Source: an optimization exercise on an open RTL-to-GDS flow (aim: small area). Production flows keep margins and buffers that such runs may drop.
Function was checked by simulation only, so behaviour that the tests miss may differ from the original.

**flow/design.v**
```verilog
module clz24(x, n);
  input [23:0] x;
  output reg [4:0] n;
  integer i;
  always @(*) begin
    n = 5'd0;
    for (i = 0; i < 24; i = i + 1)
      if (x[i]) n = 5'd23 - i;
  end
endmodule
module add7n(a, b, s);
  input [6:0] a, b;
  output [6:0] s;
  assign s = ~(a + b + 7'd1);
endmodule
module qsel4(y, d, q);
  input [6:0] y;
  input [2:0] d;
  output [2:0] q;
  wire signed [6:0] ys = y;
  reg ge2, gem1;
  always @(*) begin
    case (d)
      3'd0: begin ge2 = ys >= 7'sd12; gem1 = ys >= -7'sd13; end
      3'd1: begin ge2 = ys >= 7'sd14; gem1 = ys >= -7'sd15; end
      3'd2: begin ge2 = ys >= 7'sd15; gem1 = ys >= -7'sd16; end
      3'd3: begin ge2 = ys >= 7'sd16; gem1 = ys >= -7'sd17; end
      3'd4, 3'd5: begin ge2 = ys >= 7'sd19; gem1 = ys >= -7'sd20; end
      default: begin ge2 = ys >= 7'sd22; gem1 = ys >= -7'sd23; end
    endcase
  end
  wire ge1 = d[2] ? (ys >= 7'sd6) : (ys >= 7'sd4);
  wire ge0 = d[2] ? (ys >= -7'sd7) : (ys >= -7'sd5);
  assign q[2] = ge1;
  assign q[1] = ge2 | ~gem1;
  assign q[0] = (ge1 & ~ge2) | (gem1 & ~ge0);
endmodule
module qself(na, nb, d, q);
  input [6:0] na, nb;
  input [2:0] d;
  output [2:0] q;
  reg [6:0] c2, cm1;
  always @(*) begin
    case (d)
      3'd0: begin c2 = -7'sd12; cm1 = 7'sd13; end
      3'd1: begin c2 = -7'sd14; cm1 = 7'sd15; end
      3'd2: begin c2 = -7'sd15; cm1 = 7'sd16; end
      3'd3: begin c2 = -7'sd16; cm1 = 7'sd17; end
      3'd4, 3'd5: begin c2 = -7'sd19; cm1 = 7'sd20; end
      default: begin c2 = -7'sd22; cm1 = 7'sd23; end
    endcase
  end
  wire [6:0] c1 = d[2] ? -7'sd6 : -7'sd4;
  wire [6:0] c0 = d[2] ? 7'sd7 : 7'sd5;
  wire ge2, ge1, ge0, gem1;
  sgn3 u2 (.a(~na), .b(~nb), .c(c2), .ge(ge2));
  sgn3 u1 (.a(~na), .b(~nb), .c(c1), .ge(ge1));
  sgn3 u0 (.a(~na), .b(~nb), .c(c0), .ge(ge0));
  sgn3 um (.a(~na), .b(~nb), .c(cm1), .ge(gem1));
  assign q[2] = ge1;
  assign q[1] = ge2 | ~gem1;
  assign q[0] = (ge1 & ~ge2) | (gem1 & ~ge0);
endmodule
module sgn3(a, b, c, ge);
  input [6:0] a, b, c;
  output ge;
  wire [6:0] s = a ^ b ^ c;
  wire [6:0] k = (a & b) | (a & c) | (b & c);
  wire [6:0] t = {k[5:0], 1'b0};
  wire [5:0] g = s[5:0] & t[5:0], p = s[5:0] | t[5:0];
  wire c6 = g[5] | (p[5] & g[4]) | (p[5] & p[4] & g[3]) | (p[5] & p[4] & p[3] & g[2]) | (p[5] & p[4] & p[3] & p[2] & g[1]);
  assign ge = ~(s[6] ^ t[6] ^ c6);
endmodule
module div(clk, div_a, div_b, div_z);
  input clk;
  input [31:0] div_a;
  input [31:0] div_b;
  output [31:0] div_z;
  wire [0:0] sign_1 = div_a[31] ^ div_b[31];
  wire a_e0 = div_a[30:23] == 8'd0, a_e1 = div_a[30:23] == 8'hff, a_f0 = div_a[22:0] == 23'd0;
  wire b_e0 = div_b[30:23] == 8'd0, b_e1 = div_b[30:23] == 8'hff, b_f0 = div_b[22:0] == 23'd0;
  wire a_nan = a_e1 & ~a_f0, a_inf = a_e1 & a_f0, a_zero = a_e0 & a_f0;
  wire b_nan = b_e1 & ~b_f0, b_inf = b_e1 & b_f0, b_zero = b_e0 & b_f0;
  wire nan_o = a_nan | b_nan | (a_inf & b_inf) | (a_zero & b_zero);
  wire inf_o = ~nan_o & ~b_inf & (a_inf | b_zero);
  wire zero_o = ~nan_o & ~inf_o & (b_inf | a_zero);
  wire [1:0] code = {inf_o | zero_o, nan_o | zero_o};
  wire [4:0] clz_a, clz_b;
  clz24 u_clz_a (.x({~a_e0, div_a[22:0]}), .n(clz_a));
  clz24 u_clz_b (.x({~b_e0, div_b[22:0]}), .n(clz_b));
  wire [23:0] xa = {~a_e0, div_a[22:0]} << clz_a;
  wire [23:0] xb = {~b_e0, div_b[22:0]} << clz_b;
  wire [22:0] x_2 = xa[22:0];
  wire [22:0] d_3 = ~xb[22:0];
  wire [9:0] ediff = ({2'b00, div_a[30:24], div_a[23] | a_e0} - {5'd0, clz_a}) - ({2'b00, div_b[30:24], div_b[23] | b_e0} - {5'd0, clz_b});
  wire [9:0] e_4 = (code == 2'b00) ? ediff : {8'b01111100, code};
  wire [6:0] y_5 = {4'b0001, x_2[22:20]};
  wire [2:0] qsel_6;   
  qsel4 u_qsel_6 (.y(y_5), .d(~d_3[22:20]), .q(qsel_6));
  reg [0:0] s1_sign;
  always @(posedge clk) s1_sign <= sign_1;
  reg [22:0] s1_x;
  always @(posedge clk) s1_x <= x_2;
  reg [22:0] s1_d;
  always @(posedge clk) s1_d <= d_3;
  reg [9:0] s1_e;
  always @(posedge clk) s1_e <= e_4;
  reg [2:0] s1_qs;
  always @(posedge clk) s1_qs <= qsel_6;
  wire pos_7 = s1_qs[2];
  wire [26:0] dn_8 = {4'b0001, ~s1_d};
  wire [26:0] mag_9 = ({27{s1_qs[1]}} & {dn_8[25:0], 1'b0}) | ({27{s1_qs[0]}} & dn_8);
  wire [26:0] A_10 = mag_9 ^ {27{pos_7}};
  wire [26:0] ps_11 = {4'b0001, s1_x};
  wire [26:0] ws_12 = ~(ps_11 ^ A_10);
  wire [26:0] wc_13 = ~{ps_11[25:0] & A_10[25:0], pos_7};
  wire [0:0] qd_14 = s1_qs[1];
  wire [2:0] qsel_15;   
  qself u_qsel_15 (.na(ws_12[24:18]), .nb(wc_13[24:18]), .d(~s1_d[22:20]), .q(qsel_15));
  wire pos_16 = qsel_15[2];
  wire [26:0] dn_17 = {4'b0001, ~s1_d};
  wire [26:0] mag_18 = ({27{qsel_15[1]}} & {dn_17[25:0], 1'b0}) | ({27{qsel_15[0]}} & dn_17);
  wire [26:0] A_19 = mag_18 ^ {27{pos_16}};
  wire [26:0] ps_20 = ~{ws_12[24:0], 2'b11};
  wire [26:0] pc_21 = ~{wc_13[24:0], 2'b11};
  wire [26:0] ws_22 = ~(ps_20 ^ pc_21 ^ A_19);
  wire [26:0] mj_23 = (ps_20 & pc_21) | (ps_20 & A_19) | (pc_21 & A_19);
  wire [26:0] wc_24 = ~{mj_23[25:0], pos_16};
  wire [3:0] qd_25 = {qd_14, {~qsel_15[2], qsel_15[1], qsel_15[0]}};
  wire [2:0] qsel_26;   
  qself u_qsel_26 (.na(ws_22[24:18]), .nb(wc_24[24:18]), .d(~s1_d[22:20]), .q(qsel_26));
  reg [0:0] s2_sign;
  always @(posedge clk) s2_sign <= s1_sign;
  reg [22:0] s2_d;
  always @(posedge clk) s2_d <= s1_d;
  reg [9:0] s2_e;
  always @(posedge clk) s2_e <= s1_e;
  reg [26:0] s2_ws;
  always @(posedge clk) s2_ws <= ws_22;
  reg [26:0] s2_wc;
  always @(posedge clk) s2_wc <= wc_24;
  reg [3:0] s2_qd;
  always @(posedge clk) s2_qd <= qd_25;
  reg [2:0] s2_qs;
  always @(posedge clk) s2_qs <= qsel_26;
  wire pos_27 = s2_qs[2];
  wire [26:0] dn_28 = {4'b0001, ~s2_d};
  wire [26:0] mag_29 = ({27{s2_qs[1]}} & {dn_28[25:0], 1'b0}) | ({27{s2_qs[0]}} & dn_28);
  wire [26:0] A_30 = mag_29 ^ {27{pos_27}};
  wire [26:0] ps_31 = ~{s2_ws[24:0], 2'b11};
  wire [26:0] pc_32 = ~{s2_wc[24:0], 2'b11};
  wire [26:0] ws_33 = ~(ps_31 ^ pc_32 ^ A_30);
  wire [26:0] mj_34 = (ps_31 & pc_32) | (ps_31 & A_30) | (pc_32 & A_30);
  wire [26:0] wc_35 = ~{mj_34[25:0], pos_27};
  wire [6:0] qd_36 = {s2_qd, {~s2_qs[2], s2_qs[1], s2_qs[0]}};
  wire [2:0] qsel_37;   
  qself u_qsel_37 (.na(ws_33[24:18]), .nb(wc_35[24:18]), .d(~s2_d[22:20]), .q(qsel_37));
  wire pos_38 = qsel_37[2];
  wire [26:0] dn_39 = {4'b0001, ~s2_d};
  wire [26:0] mag_40 = ({27{qsel_37[1]}} & {dn_39[25:0], 1'b0}) | ({27{qsel_37[0]}} & dn_39);
  wire [26:0] A_41 = mag_40 ^ {27{pos_38}};
  wire [26:0] ps_42 = ~{ws_33[24:0], 2'b11};
  wire [26:0] pc_43 = ~{wc_35[24:0], 2'b11};
  wire [26:0] ws_44 = ~(ps_42 ^ pc_43 ^ A_41);
  wire [26:0] mj_45 = (ps_42 & pc_43) | (ps_42 & A_41) | (pc_43 & A_41);
  wire [26:0] wc_46 = ~{mj_45[25:0], pos_38};
  wire [9:0] qd_47 = {qd_36, {~qsel_37[2], qsel_37[1], qsel_37[0]}};
  wire [2:0] qsel_48;   
  qself u_qsel_48 (.na(ws_44[24:18]), .nb(wc_46[24:18]), .d(~s2_d[22:20]), .q(qsel_48));
  reg [0:0] s3_sign;
  always @(posedge clk) s3_sign <= s2_sign;
  reg [22:0] s3_d;
  always @(posedge clk) s3_d <= s2_d;
  reg [9:0] s3_e;
  always @(posedge clk) s3_e <= s2_e;
  reg [26:0] s3_ws;
  always @(posedge clk) s3_ws <= ws_44;
  reg [26:0] s3_wc;
  always @(posedge clk) s3_wc <= wc_46;
  reg [9:0] s3_qd;
  always @(posedge clk) s3_qd <= qd_47;
  reg [2:0] s3_qs;
  always @(posedge clk) s3_qs <= qsel_48;
  wire pos_49 = s3_qs[2];
  wire [26:0] dn_50 = {4'b0001, ~s3_d};
  wire [26:0] mag_51 = ({27{s3_qs[1]}} & {dn_50[25:0], 1'b0}) | ({27{s3_qs[0]}} & dn_50);
  wire [26:0] A_52 = mag_51 ^ {27{pos_49}};
  wire [26:0] ps_53 = ~{s3_ws[24:0], 2'b11};
  wire [26:0] pc_54 = ~{s3_wc[24:0], 2'b11};
  wire [26:0] ws_55 = ~(ps_53 ^ pc_54 ^ A_52);
  wire [26:0] mj_56 = (ps_53 & pc_54) | (ps_53 & A_52) | (pc_54 & A_52);
  wire [26:0] wc_57 = ~{mj_56[25:0], pos_49};
  wire [12:0] qd_58 = {s3_qd, {~s3_qs[2], s3_qs[1], s3_qs[0]}};
  wire [2:0] qsel_59;   
  qself u_qsel_59 (.na(ws_55[24:18]), .nb(wc_57[24:18]), .d(~s3_d[22:20]), .q(qsel_59));
  wire pos_60 = qsel_59[2];
  wire [26:0] dn_61 = {4'b0001, ~s3_d};
  wire [26:0] mag_62 = ({27{qsel_59[1]}} & {dn_61[25:0], 1'b0}) | ({27{qsel_59[0]}} & dn_61);
  wire [26:0] A_63 = mag_62 ^ {27{pos_60}};
  wire [26:0] ps_64 = ~{ws_55[24:0], 2'b11};
  wire [26:0] pc_65 = ~{wc_57[24:0], 2'b11};
  wire [26:0] ws_66 = ~(ps_64 ^ pc_65 ^ A_63);
  wire [26:0] mj_67 = (ps_64 & pc_65) | (ps_64 & A_63) | (pc_65 & A_63);
  wire [26:0] wc_68 = ~{mj_67[25:0], pos_60};
  wire [15:0] qd_69 = {qd_58, {~qsel_59[2], qsel_59[1], qsel_59[0]}};
  wire [2:0] qsel_70;   
  qself u_qsel_70 (.na(ws_66[24:18]), .nb(wc_68[24:18]), .d(~s3_d[22:20]), .q(qsel_70));
  reg [0:0] s4_sign;
  always @(posedge clk) s4_sign <= s3_sign;
  reg [22:0] s4_d;
  always @(posedge clk) s4_d <= s3_d;
  reg [9:0] s4_e;
  always @(posedge clk) s4_e <= s3_e;
  reg [26:0] s4_ws;
  always @(posedge clk) s4_ws <= ws_66;
  reg [26:0] s4_wc;
  always @(posedge clk) s4_wc <= wc_68;
  reg [15:0] s4_qd;
  always @(posedge clk) s4_qd <= qd_69;
  reg [2:0] s4_qs;
  always @(posedge clk) s4_qs <= qsel_70;
  wire pos_71 = s4_qs[2];
  wire [26:0] dn_72 = {4'b0001, ~s4_d};
  wire [26:0] mag_73 = ({27{s4_qs[1]}} & {dn_72[25:0], 1'b0}) | ({27{s4_qs[0]}} & dn_72);
  wire [26:0] A_74 = mag_73 ^ {27{pos_71}};
  wire [26:0] ps_75 = ~{s4_ws[24:0], 2'b11};
  wire [26:0] pc_76 = ~{s4_wc[24:0], 2'b11};
  wire [26:0] ws_77 = ~(ps_75 ^ pc_76 ^ A_74);
  wire [26:0] mj_78 = (ps_75 & pc_76) | (ps_75 & A_74) | (pc_76 & A_74);
  wire [26:0] wc_79 = ~{mj_78[25:0], pos_71};
  wire [18:0] qd_80 = {s4_qd, {~s4_qs[2], s4_qs[1], s4_qs[0]}};
  wire [2:0] qsel_81;   
  qself u_qsel_81 (.na(ws_77[24:18]), .nb(wc_79[24:18]), .d(~s4_d[22:20]), .q(qsel_81));
  wire pos_82 = qsel_81[2];
  wire [26:0] dn_83 = {4'b0001, ~s4_d};
  wire [26:0] mag_84 = ({27{qsel_81[1]}} & {dn_83[25:0], 1'b0}) | ({27{qsel_81[0]}} & dn_83);
  wire [26:0] A_85 = mag_84 ^ {27{pos_82}};
  wire [26:0] ps_86 = ~{ws_77[24:0], 2'b11};
  wire [26:0] pc_87 = ~{wc_79[24:0], 2'b11};
  wire [26:0] ws_88 = ~(ps_86 ^ pc_87 ^ A_85);
  wire [26:0] mj_89 = (ps_86 & pc_87) | (ps_86 & A_85) | (pc_87 & A_85);
  wire [26:0] wc_90 = ~{mj_89[25:0], pos_82};
  wire [21:0] qd_91 = {qd_80, {~qsel_81[2], qsel_81[1], qsel_81[0]}};
  wire [2:0] qsel_92;   
  qself u_qsel_92 (.na(ws_88[24:18]), .nb(wc_90[24:18]), .d(~s4_d[22:20]), .q(qsel_92));
  reg [0:0] s5_sign;
  always @(posedge clk) s5_sign <= s4_sign;
  reg [22:0] s5_d;
  always @(posedge clk) s5_d <= s4_d;
  reg [9:0] s5_e;
  always @(posedge clk) s5_e <= s4_e;
  reg [26:0] s5_ws;
  always @(posedge clk) s5_ws <= ws_88;
  reg [26:0] s5_wc;
  always @(posedge clk) s5_wc <= wc_90;
  reg [21:0] s5_qd;
  always @(posedge clk) s5_qd <= qd_91;
  reg [2:0] s5_qs;
  always @(posedge clk) s5_qs <= qsel_92;
  wire pos_93 = s5_qs[2];
  wire [26:0] dn_94 = {4'b0001, ~s5_d};
  wire [26:0] mag_95 = ({27{s5_qs[1]}} & {dn_94[25:0], 1'b0}) | ({27{s5_qs[0]}} & dn_94);
  wire [26:0] A_96 = mag_95 ^ {27{pos_93}};
  wire [26:0] ps_97 = ~{s5_ws[24:0], 2'b11};
  wire [26:0] pc_98 = ~{s5_wc[24:0], 2'b11};
  wire [26:0] ws_99 = ~(ps_97 ^ pc_98 ^ A_96);
  wire [26:0] mj_100 = (ps_97 & pc_98) | (ps_97 & A_96) | (pc_98 & A_96);
  wire [26:0] wc_101 = ~{mj_100[25:0], pos_93};
  wire [24:0] qd_102 = {s5_qd, {~s5_qs[2], s5_qs[1], s5_qs[0]}};
  wire [2:0] qsel_103;   
  qself u_qsel_103 (.na(ws_99[24:18]), .nb(wc_101[24:18]), .d(~s5_d[22:20]), .q(qsel_103));
  wire pos_104 = qsel_103[2];
  wire [26:0] dn_105 = {4'b0001, ~s5_d};
  wire [26:0] mag_106 = ({27{qsel_103[1]}} & {dn_105[25:0], 1'b0}) | ({27{qsel_103[0]}} & dn_105);
  wire [26:0] A_107 = mag_106 ^ {27{pos_104}};
  wire [26:0] ps_108 = ~{ws_99[24:0], 2'b11};
  wire [26:0] pc_109 = ~{wc_101[24:0], 2'b11};
  wire [26:0] ws_110 = ~(ps_108 ^ pc_109 ^ A_107);
  wire [26:0] mj_111 = (ps_108 & pc_109) | (ps_108 & A_107) | (pc_109 & A_107);
  wire [26:0] wc_112 = ~{mj_111[25:0], pos_104};
  wire [27:0] qd_113 = {qd_102, {~qsel_103[2], qsel_103[1], qsel_103[0]}};
  wire [2:0] qsel_114;   
  qself u_qsel_114 (.na(ws_110[24:18]), .nb(wc_112[24:18]), .d(~s5_d[22:20]), .q(qsel_114));
  reg [0:0] s6_sign;
  always @(posedge clk) s6_sign <= s5_sign;
  reg [22:0] s6_d;
  always @(posedge clk) s6_d <= s5_d;
  reg [9:0] s6_e;
  always @(posedge clk) s6_e <= s5_e;
  reg [26:0] s6_ws;
  always @(posedge clk) s6_ws <= ws_110;
  reg [26:0] s6_wc;
  always @(posedge clk) s6_wc <= wc_112;
  reg [27:0] s6_qd;
  always @(posedge clk) s6_qd <= qd_113;
  reg [2:0] s6_qs;
  always @(posedge clk) s6_qs <= qsel_114;
  wire pos_115 = s6_qs[2];
  wire [26:0] dn_116 = {4'b0001, ~s6_d};
  wire [26:0] mag_117 = ({27{s6_qs[1]}} & {dn_116[25:0], 1'b0}) | ({27{s6_qs[0]}} & dn_116);
  wire [26:0] A_118 = mag_117 ^ {27{pos_115}};
  wire [26:0] ps_119 = ~{s6_ws[24:0], 2'b11};
  wire [26:0] pc_120 = ~{s6_wc[24:0], 2'b11};
  wire [26:0] ws_121 = ~(ps_119 ^ pc_120 ^ A_118);
  wire [26:0] mj_122 = (ps_119 & pc_120) | (ps_119 & A_118) | (pc_120 & A_118);
  wire [26:0] wc_123 = ~{mj_122[25:0], pos_115};
  wire [30:0] qd_124 = {s6_qd, {~s6_qs[2], s6_qs[1], s6_qs[0]}};
  wire [2:0] qsel_125;   
  qself u_qsel_125 (.na(ws_121[24:18]), .nb(wc_123[24:18]), .d(~s6_d[22:20]), .q(qsel_125));
  wire pos_126 = qsel_125[2];
  wire [26:0] dn_127 = {4'b0001, ~s6_d};
  wire [26:0] mag_128 = ({27{qsel_125[1]}} & {dn_127[25:0], 1'b0}) | ({27{qsel_125[0]}} & dn_127);
  wire [26:0] A_129 = mag_128 ^ {27{pos_126}};
  wire [26:0] ps_130 = ~{ws_121[24:0], 2'b11};
  wire [26:0] pc_131 = ~{wc_123[24:0], 2'b11};
  wire [26:0] ws_132 = ~(ps_130 ^ pc_131 ^ A_129);
  wire [26:0] mj_133 = (ps_130 & pc_131) | (ps_130 & A_129) | (pc_131 & A_129);
  wire [26:0] wc_134 = ~{mj_133[25:0], pos_126};
  wire [33:0] qd_135 = {qd_124, {~qsel_125[2], qsel_125[1], qsel_125[0]}};
  wire [2:0] qsel_136;   
  qself u_qsel_136 (.na(ws_132[24:18]), .nb(wc_134[24:18]), .d(~s6_d[22:20]), .q(qsel_136));
  reg [0:0] s7_sign;
  always @(posedge clk) s7_sign <= s6_sign;
  reg [22:0] s7_d;
  always @(posedge clk) s7_d <= s6_d;
  reg [9:0] s7_e;
  always @(posedge clk) s7_e <= s6_e;
  reg [26:0] s7_ws;
  always @(posedge clk) s7_ws <= ws_132;
  reg [26:0] s7_wc;
  always @(posedge clk) s7_wc <= wc_134;
  reg [33:0] s7_qd;
  always @(posedge clk) s7_qd <= qd_135;
  reg [2:0] s7_qs;
  always @(posedge clk) s7_qs <= qsel_136;
  wire pos_137 = s7_qs[2];
  wire [26:0] dn_138 = {4'b0001, ~s7_d};
  wire [26:0] mag_139 = ({27{s7_qs[1]}} & {dn_138[25:0], 1'b0}) | ({27{s7_qs[0]}} & dn_138);
  wire [26:0] A_140 = mag_139 ^ {27{pos_137}};
  wire [26:0] ps_141 = ~{s7_ws[24:0], 2'b11};
  wire [26:0] pc_142 = ~{s7_wc[24:0], 2'b11};
  wire [26:0] ws_143 = ~(ps_141 ^ pc_142 ^ A_140);
  wire [26:0] mj_144 = (ps_141 & pc_142) | (ps_141 & A_140) | (pc_142 & A_140);
  wire [26:0] wc_145 = ~{mj_144[25:0], pos_137};
  wire [36:0] qd_146 = {s7_qd, {~s7_qs[2], s7_qs[1], s7_qs[0]}};
  wire [2:0] qsel_147;   
  qself u_qsel_147 (.na(ws_143[24:18]), .nb(wc_145[24:18]), .d(~s7_d[22:20]), .q(qsel_147));
  wire pos_148 = qsel_147[2];
  wire [26:0] dn_149 = {4'b0001, ~s7_d};
  wire [26:0] mag_150 = ({27{qsel_147[1]}} & {dn_149[25:0], 1'b0}) | ({27{qsel_147[0]}} & dn_149);
  wire [26:0] A_151 = mag_150 ^ {27{pos_148}};
  wire [26:0] ps_152 = ~{ws_143[24:0], 2'b11};
  wire [26:0] pc_153 = ~{wc_145[24:0], 2'b11};
  wire [26:0] ws_154 = ~(ps_152 ^ pc_153 ^ A_151);
  wire [26:0] mj_155 = (ps_152 & pc_153) | (ps_152 & A_151) | (pc_153 & A_151);
  wire [26:0] wc_156 = ~{mj_155[25:0], pos_148};
  wire [39:0] qd_157 = {qd_146, {~qsel_147[2], qsel_147[1], qsel_147[0]}};
  wire [26:0] ra_158 = ~ws_154;
  wire [26:0] rb_159 = ~wc_156;
  wire [26:0] rem_160 = ra_158 + rb_159;
  wire [0:0] nz_161 = (ra_158 ^ rb_159) != {ra_158[25:0] | rb_159[25:0], 1'b0};
  wire [27:0] qp_162 = {qd_157[39], ~qd_157[39], qd_157[37:36] & {2{~qd_157[38]}}, qd_157[34:33] & {2{~qd_157[35]}}, qd_157[31:30] & {2{~qd_157[32]}}, qd_157[28:27] & {2{~qd_157[29]}}, qd_157[25:24] & {2{~qd_157[26]}}, qd_157[22:21] & {2{~qd_157[23]}}, qd_157[19:18] & {2{~qd_157[20]}}, qd_157[16:15] & {2{~qd_157[17]}}, qd_157[13:12] & {2{~qd_157[14]}}, qd_157[10:9] & {2{~qd_157[11]}}, qd_157[7:6] & {2{~qd_157[8]}}, qd_157[4:3] & {2{~qd_157[5]}}, qd_157[1:0] & {2{~qd_157[2]}}};
  wire [27:0] qn_163 = {2'b00, qd_157[37:36] & {2{qd_157[38]}}, qd_157[34:33] & {2{qd_157[35]}}, qd_157[31:30] & {2{qd_157[32]}}, qd_157[28:27] & {2{qd_157[29]}}, qd_157[25:24] & {2{qd_157[26]}}, qd_157[22:21] & {2{qd_157[23]}}, qd_157[19:18] & {2{qd_157[20]}}, qd_157[16:15] & {2{qd_157[17]}}, qd_157[13:12] & {2{qd_157[14]}}, qd_157[10:9] & {2{qd_157[11]}}, qd_157[7:6] & {2{qd_157[8]}}, qd_157[4:3] & {2{qd_157[5]}}, qd_157[1:0] & {2{qd_157[2]}}};
  wire [26:0] q_164 = qp_162[26:0] - qn_163[26:0];
  wire [0:0] qneg_165 = rem_160[26];
  reg [0:0] s8_sign;
  always @(posedge clk) s8_sign <= s7_sign;
  reg [9:0] s8_e;
  always @(posedge clk) s8_e <= s7_e;
  reg [0:0] s8_nz;
  always @(posedge clk) s8_nz <= nz_161;
  reg [26:0] s8_q;
  always @(posedge clk) s8_q <= q_164;
  reg [0:0] s8_qneg;
  always @(posedge clk) s8_qneg <= qneg_165;
  wire [26:0] qc_166 = s8_q - {26'd0, s8_qneg};
  wire under = $signed(s8_e) < -10'sd126;
  wire [9:0] sh = -10'sd126 - s8_e;
  wire [4:0] sha = (sh[9:5] != 5'd0) ? 5'd31 : sh[4:0];
  wire norm = ~under & ~qc_166[26] & (s8_e != -10'sd126);
  wire [26:0] q2 = under ? (qc_166 >> sha) : norm ? {qc_166[25:0], 1'b0} : qc_166;
  wire [9:0] e1 = under ? -10'sd126 : norm ? s8_e - 10'd1 : s8_e;
  wire up = q2[2] & (q2[1] | q2[0] | s8_nz | q2[3]);
  wire [24:0] mr = {1'b0, q2[26:3]} + {24'd0, up};
  wire [9:0] field = mr[24] ? e1 + 10'd128 : mr[23] ? e1 + 10'd127 : 10'd0;
  wire ovf = ~field[9] & (field[8] | (&field[7:0]));
  wire [1:0] code_167 = (s8_e[9:4] == 6'b011111) ? s8_e[1:0] : 2'b00;
  wire [31:0] z_168 = (code_167 == 2'b01) ? {s8_sign, 31'h7fc00000} : ((code_167 == 2'b10) | ((code_167 == 2'b00) & ovf)) ? {s8_sign, 31'h7f800000} : (code_167 == 2'b11) ? {s8_sign, 31'd0} : {s8_sign, field[7:0], mr[22:0]};
  reg [31:0] s9_z;
  always @(posedge clk) s9_z <= z_168;
  reg [31:0] zd1;
  always @(posedge clk) zd1 <= s9_z;
  reg [31:0] zd2;
  always @(posedge clk) zd2 <= zd1;
  reg [31:0] zd3;
  always @(posedge clk) zd3 <= zd2;
  reg [31:0] zd4;
  always @(posedge clk) zd4 <= zd3;
  reg [31:0] zd5;
  always @(posedge clk) zd5 <= zd4;
  reg [31:0] zd6;
  always @(posedge clk) zd6 <= zd5;
  reg [31:0] zd7;
  always @(posedge clk) zd7 <= zd6;
  reg [31:0] zd8;
  always @(posedge clk) zd8 <= zd7;
  reg [31:0] zd9;
  always @(posedge clk) zd9 <= zd8;
  reg [31:0] zd10;
  always @(posedge clk) zd10 <= zd9;
  reg [31:0] zd11;
  always @(posedge clk) zd11 <= zd10;
  reg [31:0] zd12;
  always @(posedge clk) zd12 <= zd11;
  reg [31:0] zd13;
  always @(posedge clk) zd13 <= zd12;
  reg [31:0] zd14;
  always @(posedge clk) zd14 <= zd13;
  reg [31:0] zd15;
  always @(posedge clk) zd15 <= zd14;
  reg [31:0] zd16;
  always @(posedge clk) zd16 <= zd15;
  reg [31:0] zd17;
  always @(posedge clk) zd17 <= zd16;
  reg [31:0] zd18;
  always @(posedge clk) zd18 <= zd17;
  reg [31:0] zd19;
  always @(posedge clk) zd19 <= zd18;
  reg [31:0] zd20;
  always @(posedge clk) zd20 <= zd19;
  reg [31:0] zd21;
  always @(posedge clk) zd21 <= zd20;
  reg [31:0] zd22;
  always @(posedge clk) zd22 <= zd21;
  reg [31:0] zd23;
  always @(posedge clk) zd23 <= zd22;
  reg [31:0] zd24;
  always @(posedge clk) zd24 <= zd23;
  reg [31:0] zd25;
  always @(posedge clk) zd25 <= zd24;
  reg [31:0] zd26;
  always @(posedge clk) zd26 <= zd25;
  reg [31:0] zd27;
  always @(posedge clk) zd27 <= zd26;
  assign div_z = zd27;
endmodule
```
**flow/run.sh**
```bash
#!/bin/bash
# synth_recipe.tcl (not shown) runs the flow's synth.tcl, then flattens the netlist and writes it again
# the make line also repeats each setting of config.mk as NAME=value (left out here)
make -C /OpenROAD-flow-scripts/flow DESIGN_CONFIG=/design/flow/config.mk WORK_HOME=/design/flow/orfs CLKGATE_MAP_FILE= SYNTH_SCRIPT=/design/flow/synth_recipe.tcl finish
```
**flow/config.mk**
```make
export PLATFORM = sky130hd
export DESIGN_NAME = div
export DESIGN_NICKNAME = div
export VERILOG_FILES = /design/flow/design.v
export SDC_FILE = /design/flow/constraint.sdc
export NUM_CORES = 4
export LEC_CHECK = 0
export ABC_AREA = 1
export CAP_MARGIN = 20
export CORE_MARGIN = 2
export CORE_UTILIZATION = 40
export CTS_BUF_LIST = sky130_fd_sc_hd__clkbuf_4
export CTS_CLUSTER_DIAMETER = 50
export CTS_CLUSTER_SIZE = 10
export SLEW_MARGIN = 20
```
**flow/constraint.sdc**
```tcl
create_clock -name core_clock -period 6.5 [get_ports {clk}]
set_input_delay 1.3000 -clock core_clock [delete_from_list [all_inputs] [get_ports {clk}]]
set_output_delay 1.3000 -clock core_clock [all_outputs]
set_load 0.01 [all_outputs]
```
==> results.txt, run 1 <==
* result of the run: timing/DRC/antenna clean
* finished layout cell area: 69500 µm²
* flip-flop cell with the highest count after synthesis: dfxtp_1
* insertion delay of the later-clocked pin in the worst-skew pair: 1.23 ns
* largest register by flop count: s7_qd
* worst setup path startpoint: s4_qs[1]
* clock root buffer: clkbuf_4
* final weighted congestion in routability-driven placement: 0.879
* Req. time, crit path: 7.58 ns
* Final #Nets: 7210
* final critical delay including setup and external delays: 6.12 ns
* category of the worst setup path capture point: flop
* number of clock buffers inserted by TritonCTS: 196
* worst slew margin relative to its limit: 34.8%
* share of final-layout standard cells stronger than drive strength 1: 7.92%
* delay contributed by the slowest stage of the critical path: 0.54 ns
* Setup Total Neg Slack: 0 ns
* met1 Use GR: 21.6%
* reported max-cap violation count: 0
* placement-stage worst setup slack: 0.109 ns
* met2 track demand over resource in global routing: 28.6%
* count of input and output buffers: 96
* Achievable Freq: 163 MHz
* number of routed nets with antenna violations: 0
* sequential element share of the synthesized area: 50.1%
* antenna violations before repair: 4
* total congestion overflow: 0
* worst slew pin tran: 0.970 ns
* clock transition at the registers of the reported paths: 0.10 ns
* total vias in the final route: 41.4k
* post-placement cell area: 67200 µm²
* Register-to-Register Path Depth: 28
* endpoints failing setup: 0
* number of flip-flops under the largest register name: 34
* row cnt: 146
* r2r setup slk: 0.38 ns
* Die ar.: 162000 µm²
* routed length per instance: 15.5 µm
* DP HPWL: 106000 µm
* number of max-slew violations in the final report: 0
* Reg2Reg Capture Point: s5_qs[0]
* total routed wirelength: 134000 µm
* min-delay worst type: flop to flop
* maximum number of pins on one net before global-route repair: 35
* worst setup path endpoint: s5_qs[0]
* CP Max Fanout: 20
* die height: 402 µm
* final hold viol count: 0
* die width: 402 µm
* Worst setup SP type: flop
* share of Yosys cell area claimed by the top area cell type: 50.1%
* leading post-synthesis cells by cell area: dfxtp_1 50%, fa_1 12%, xor2_1 5.8%, inv_1 5.0%, ha_1 4.8%
* maximum level of the CTS H-tree: 4
* flip-flop and latch count after synthesis: 1589
* number of ports placed on the die boundary: 97
* FF-to-FF Start: s4_qs[1]
* first-pass iteration count of the detailed router: 5
* count of distinct cell types in the synthesized netlist: 70
* category of the critical setup timing path: flop to flop
* area growth from synthesis to final layout: 9.58%
* busiest grt layer: met2
* All-Layer GR Usage: 16.7%
* Mapped Cells: 6275
* TritonCTS clock tree: built
* leading area contributor after synthesis: dfxtp_1
* post-synth design cell area: 63500 µm²
* setup ws final: 0.376 ns
* unrepaired setup endpoints after global routing: no
* met3 usage: 2.60%
* critical path data arrival time: 7.20 ns
* ys async rst share: 0%
* number of enable-type register cells in the synthesized netlist: 0
* Synth Net Count: 6961
* global-route wire length before repair: 220000 µm
* cts-stage hold buffer count: 0
* placeable core area: 158000 µm²
* count of unresolved DRC violations after routing: 0
* worst-case clock buffer depth: 3
* via count of the first global-routing pass: 41.7k
* clock sinks: 1589
* share of the clock period used by the worst path after layout: 94.2%
* average cell area after synthesis: 10.1 µm²
* Slowest-stage cell, CP: fa_2
* starting density of the core: 40.2%
* worst-case clock skew: 0.111 ns
* Ys Warns: 4
* DRT iter0 DRCs: 2280
* count of cells along the worst hold path: 0
* via density per instance: 4.78
==> stage by stage <==
stage	instances	utilization, %	hold slack (ns)
2_1_floorplan	6275	-	0.310
3_3_place_gp	8396	42.5	0.310
3_5_place_dp	8396	42.5	0.312
4_1_cts	8657	43.9	0.243
5_1_grt	8663	44.0	0.264
6_report	8664	44.0	0.261
==> kinds of logic (layout without fill, tap and decap cells) <==
kind of cell    after synthesis  count (layout)  share of synthesized area (%)
mux                           5               5                         0.0848
other cells                   1               6                        0.00591
simple gates               1621            1621                           11.1
compound gates              909             909                           8.76
xor+xnor                    498             498                           6.96
buf+inv                    1031            1343                           6.28
flops                      1589            1589                           50.1
fa+ha+maj                   621             621                           16.7
==> cell type report <==
| cell class | instances | area (µm²) |
|---|---|---|
| fillers | 15100 | 88500 |
| multi-input cells | 3655 | 27800 |
| clock inverters | 58 | 673 |
| well taps | 2072 | 2590 |
| repair buffers | 208 | 1870 |
| inverters | 874 | 3280 |
| diodes | 5 | 12.5 |
| flip-flops and latches | 1589 | 31800 |
| clock buffers | 203 | 1520 |
==> cell usage in the layout, fill, tap and decap left out, types with 215 or more instances in the layout <==
| cell type | n |
|---|---|
| ha_1 | 243 |
| nor2_1 | 331 |
| dfxtp_1 | 1584 |
| inv_1 | 839 |
| nand2_1 | 778 |
| fa_1 | 366 |
| xor2_1 | 420 |
| o22ai_1 | 355 |
| o21ai_0 | 215 |
| nand3_1 | 322 |
==> synthesized netlist by cell type (33+ instances only) <==
cell type  instances
nand4_1           33
xnor2_1           71
nor3_1            41
nor2_1           332
o211ai_1          36
nand3_1          322
a31oi_1           35
clkbuf_1         109
ha_1             244
dfxtp_1         1589
fa_1             377
a21oi_1          132
xor2_1           420
nand2_1          778
inv_1            851
o21ai_0          216
o22ai_1          356
nor2_2            33
==> layer usage <==
| layer | wire [µm] | up-vias |
|---|---|---|
| met2 | 64200 | 883 |
| met4 | 3360 | 0 |
| met1 | 61100 | 19600 |
| met5 | 0 | - |
| met3 | 5510 | 219 |
| li1 | - | 20700 |
==> worst max-delay path, delay by kind of cell, from the launching register on <==
family | cells | cell delay (ns)
adders and majority gates | 4 | 2.00
AOI/OAI and AO/OA | 10 | 1.39
DFF | 1 | 0.36
buffers and inverters | 6 | 0.56
xor gates and xnor gates | 3 | 0.69
and+or+nand+nor | 5 | 0.94
==> worst min path at each step <==
stage | slack [ns] | start | end
after floorplan | 0.31 | s1_e[0] | s2_e[0]
after global placement | 0.31 | zd26[8] | zd27[8]
after detailed placement | 0.31 | s1_e[5] | s2_e[5]
after CTS | 0.24 | zd16[15] | zd17[15]
after global routing | 0.26 | zd8[5] | zd9[5]
final | 0.26 | zd8[14] | zd9[14]
==> timing repair <==
item / 4_1_cts / 5_1_grt
setup buffers: 0 / 2
resized for setup: 0 / 54
setup endpoints to repair: 0 / 10
==> inputs of run 2 (changes only) <==
==> flow/flow/run.sh (new file) <==
#!/bin/bash
# The standard layout (standard.sh, unchanged synthesis and steps), with
# one difference: the port buffers that buffer_ports puts on every input and
# output are sky130_fd_sc_hd__buf_1 instead of the tool's default choice.
# The make output goes to standard.log; each ORFS step keeps its own log
# under orfs/logs.
set -e
export BUFFER_PORTS_ARGS="-buffer_cell sky130_fd_sc_hd__buf_1"
bash standard.sh > standard.log 2>&1
==> flow/standard.sh (new file) <==
#!/bin/bash
# synth_recipe.tcl (not shown) runs the flow's synth.tcl, then flattens the netlist and writes it again
# the make line also repeats each setting of config.mk as NAME=value (left out here)
make -C /OpenROAD-flow-scripts/flow DESIGN_CONFIG=/design/flow/config.mk WORK_HOME=/design/flow/orfs CLKGATE_MAP_FILE= SYNTH_SCRIPT=/design/flow/synth_recipe.tcl "${@:-finish}"
--- a/flow/config.mk
+++ b/flow/config.mk
@@ -10,6 +10,6 @@
 export CORE_MARGIN = 2
 export CORE_UTILIZATION = 40
-export CTS_BUF_LIST = sky130_fd_sc_hd__clkbuf_4
-export CTS_CLUSTER_DIAMETER = 50
-export CTS_CLUSTER_SIZE = 10
+export CTS_BUF_LIST = sky130_fd_sc_hd__clkbuf_8
+export CTS_CLUSTER_DIAMETER = 80
+export CTS_CLUSTER_SIZE = 18
 export SLEW_MARGIN = 20
removed: flow/run.sh
==> run 2 against run 1 <==
- register-to-register slack improved by 0.03 ns
- clock skew fell by 0.043 ns
- count of clock-buffer cells in the layout fell by 92
==> results.txt, run 2 <==
* reported max-cap violation count: 0, unchanged
* delay contributed by the slowest stage of the critical path: 0.52 ns, -0.02 ns
* commonest cells in the netlist: 1589 x dfxtp_1, 851 x inv_1, 778 x nand2_1, 420 x xor2_1, 377 x fa_1
* result of the run: timing/DRC/antenna clean
* Ys Warns: 4, unchanged
* clock root buffer: clkbuf_8
* number of flip-flops under the largest register name: 34, unchanged
* ys async rst share: 0%, unchanged
* number of max-slew violations in the final report: 0, unchanged
* count of input and output buffers: 96, unchanged
* routed length per instance: 15.5 µm, +0.24%
* CP Max Fanout: 19, -5.0%
* sequential element share of the synthesized area: 50.1%, unchanged
* setup ws final: 0.404 ns, +0.0281 ns
* Slowest-stage cell, CP: fa_2
* maximum level of the CTS H-tree: 3, -1
* final weighted congestion in routability-driven placement: 0.890, +1.2%
* Final #Nets: 7132, -1.1%
* worst slew pin tran: 0.913 ns, -0.0570 ns
* global-route wire length before repair: 214000 µm, -2.5%
* largest register by flop count: s7_qd
* Mapped Cells: 6275, unchanged
* number of routed nets with antenna violations: 0, unchanged
* DP HPWL: 106000 µm, -0.17%
* All-Layer GR Usage: 16.2%, -0.47 points
* via density per instance: 4.77, about the same
* total congestion overflow: 0, unchanged
* die width: 402 µm, unchanged
* first-pass iteration count of the detailed router: 6, +1
* Req. time, crit path: 7.28 ns, -0.30 ns
* TritonCTS clock tree: built
* insertion delay of the later-clocked pin in the worst-skew pair: 0.88 ns, -0.35 ns
* clock sinks: 1589, unchanged
* share of the clock period used by the worst path after layout: 93.8%, -0.43 points
* placeable core area: 158000 µm², unchanged
* area growth from synthesis to final layout: 8.28%
* number of clock buffers inserted by TritonCTS: 107, -45%
* clock transition at the registers of the reported paths: 0.11 ns, about the same
* flip-flop cell with the highest count after synthesis: dfxtp_1
* Inst Count DP: 8405, +0.11%
* category of the critical setup timing path: flop to flop
* share of final-layout standard cells stronger than drive strength 1: 6.46%, -1.5 points
* post-synth design cell area: 63500 µm², unchanged
* share of Yosys cell area claimed by the top area cell type: 50.1%, unchanged
* die height: 402 µm, unchanged
* antenna violations before repair: 3, -1
* count of distinct cell types in the synthesized netlist: 70, unchanged
* worst-case clock skew: 0.0685 ns, -0.0430 ns
* average cell area after synthesis: 10.1 µm², unchanged
* leading post-synthesis cells by cell area: dfxtp_1 50%, fa_1 12%, xor2_1 5.8%, inv_1 5.0%, ha_1 4.8%
* number of ports placed on the die boundary: 97, unchanged
* most common cell after layout, fill and taps aside: dfxtp_1
* post-placement cell area: 66600 µm², -0.79%
* critical path data arrival time: 6.88 ns, -0.32 ns
* endpoints failing setup: 0, unchanged
* via count of the first global-routing pass: 40.2k, -3.8%
* commonest cells after routing, fill and taps aside: 1581 x dfxtp_1, 844 x inv_1, 778 x nand2_1, 419 x xor2_1, 364 x fa_1
* final critical delay including setup and external delays: 6.10 ns, -0.0281 ns
* dominant cell by count in the synthesized netlist: dfxtp_1
* Worst setup SP type: flop
* final hold viol count: 0, unchanged
* starting density of the core: 40.2%, unchanged
* leading area contributor after synthesis: dfxtp_1
* count of unresolved DRC violations after routing: 0, unchanged
* Synth Net Count: 6961, unchanged
* DRT iter0 DRCs: 2366, +3.8%
* maximum number of pins on one net before global-route repair: 35, unchanged
* flip-flop and latch count after synthesis: 1589, unchanged
* min-delay worst type: flop to flop
* category of the worst setup path capture point: flop
* number of enable-type register cells in the synthesized netlist: 0, unchanged
* Setup Total Neg Slack: 0 ns, unchanged
* total vias in the final route: 40.8k, -1.4%
* placement-stage worst setup slack: 0.177 ns, +0.0683 ns
* finished layout cell area: 68700 µm², -1.2%
* Achievable Freq: 164 MHz, +0.46%
* row cnt: 146, unchanged
* worst-case clock buffer depth: 3, unchanged
* Die ar.: 162000 µm², unchanged
* total routed wirelength: 133000 µm, -1.1%
* worst slew margin relative to its limit: 38.6%, +3.8 points
* Final Non-Filler Cells: 8550, -1.3%
## run 2: cell counts after synthesis
No cell type changed its count.
## run 2: path summary, 6_finish.rpt
| check | cells after the start | startpoint | slack, ns | to |
|---|---|---|---|---|
| max | 28 | s4_qs[1] | 0.40 | s5_qs[0] |
| min | 0 | zd17[27] | 0.28 | zd18[27] |
| max reg2reg | 28 | s4_qs[1] | 0.40 | s5_qs[0] |
| min reg2reg | 0 | zd17[27] | 0.28 | zd18[27] |
## run 2: area by class of cell
type | count | area [µm²]
antenna | 3 | 7.51
clock buffer | 111 | 1530
clock inverter | 27 | 373
fill | 15100 | 89300
inverter | 874 | 3280
multi-input combinational | 3655 | 27800
sequential | 1589 | 31800
tap | 2072 | 2590
timing repair buffer | 219 | 1350
## run 2: cell families (layout without fill, tap and decap cells)
group	Yosys count	count (layout)	share of synthesized area (%)
AO/OA/AOI/OAI	909	909	8.76
flip-flops	1589	1589	50.1
AND/OR/NAND/NOR	1621	1621	11.1
other	1	4	0.00591
buffers and inverters	1031	1231	6.28
XOR/XNOR	498	498	6.96
multiplexers	5	5	0.0848
adder cells (fa/ha/maj)	621	621	16.7
## run 2: timing repair
action	in CTS	in global routing
setup buffers	0	4
endpoints found under the setup margin	0	10
resized for setup	0	53
hold buffers	0	0
## run 2: layer usage
layer | vias to the layer above | wire length, µm | global-route usage (%) | share of wire (%)
met1 | 19300 | 60900 | 21.1 | 46
met2 | 828 | 63700 | 28.3 | 48
met4 | 0 | 3090 | 4.70 | 2.3
li1 | 20500 | - | - | -
met5 | - | 0 | 0 | 0
met3 | 174 | 5020 | 1.91 | 3.8
## run 2: critical path, delay by kind of cell, from the launching register on
family	cells	cell delay [ns]
and+or+nand+nor	5	0.94
buffers and inverters	6	0.67
AOI/OAI and AO/OA	10	1.54
DFF	1	0.37
adders and majority gates	4	1.92
xor gates and xnor gates	3	0.62
## run 2: through the flow
step	util (%)	hold WS [ns]
after floorplan	-	0.310
after global placement	42.2	0.310
after detailed placement	42.2	0.312
after CTS	43.4	0.271
after global routing	43.5	0.279
final	43.5	0.280

re-timing with driven ports:
No port has a modelled driver above. Below, the same layouts with a new extraction and two added sets of constraints.
Step 1 sets driving cells, clkbuf_16 on the clock port and buf_2 on the other inputs (assumed; they add their load-dependent delay and slew).
Step 2 also shifts input and output timing later by t, the mid clock arrival at the registers, as if the neighbouring blocks saw the same clock.
Three values: ideal ports, drivers, drivers and shift; two values: the first two.
| run | t (ns) | slack for setup (ns) | worst hold slack (ns) |
|---|---|---|---|
| run 1 | 1.241 | 0.376 / 0.376 / 0.376 | 0.261 / 0.261 / 0.261 |
| run 2 | 0.908 | 0.404 / 0.404 / 0.404 | 0.280 / 0.280 / 0.280 |
After both steps every run listed still meets setup and hold.
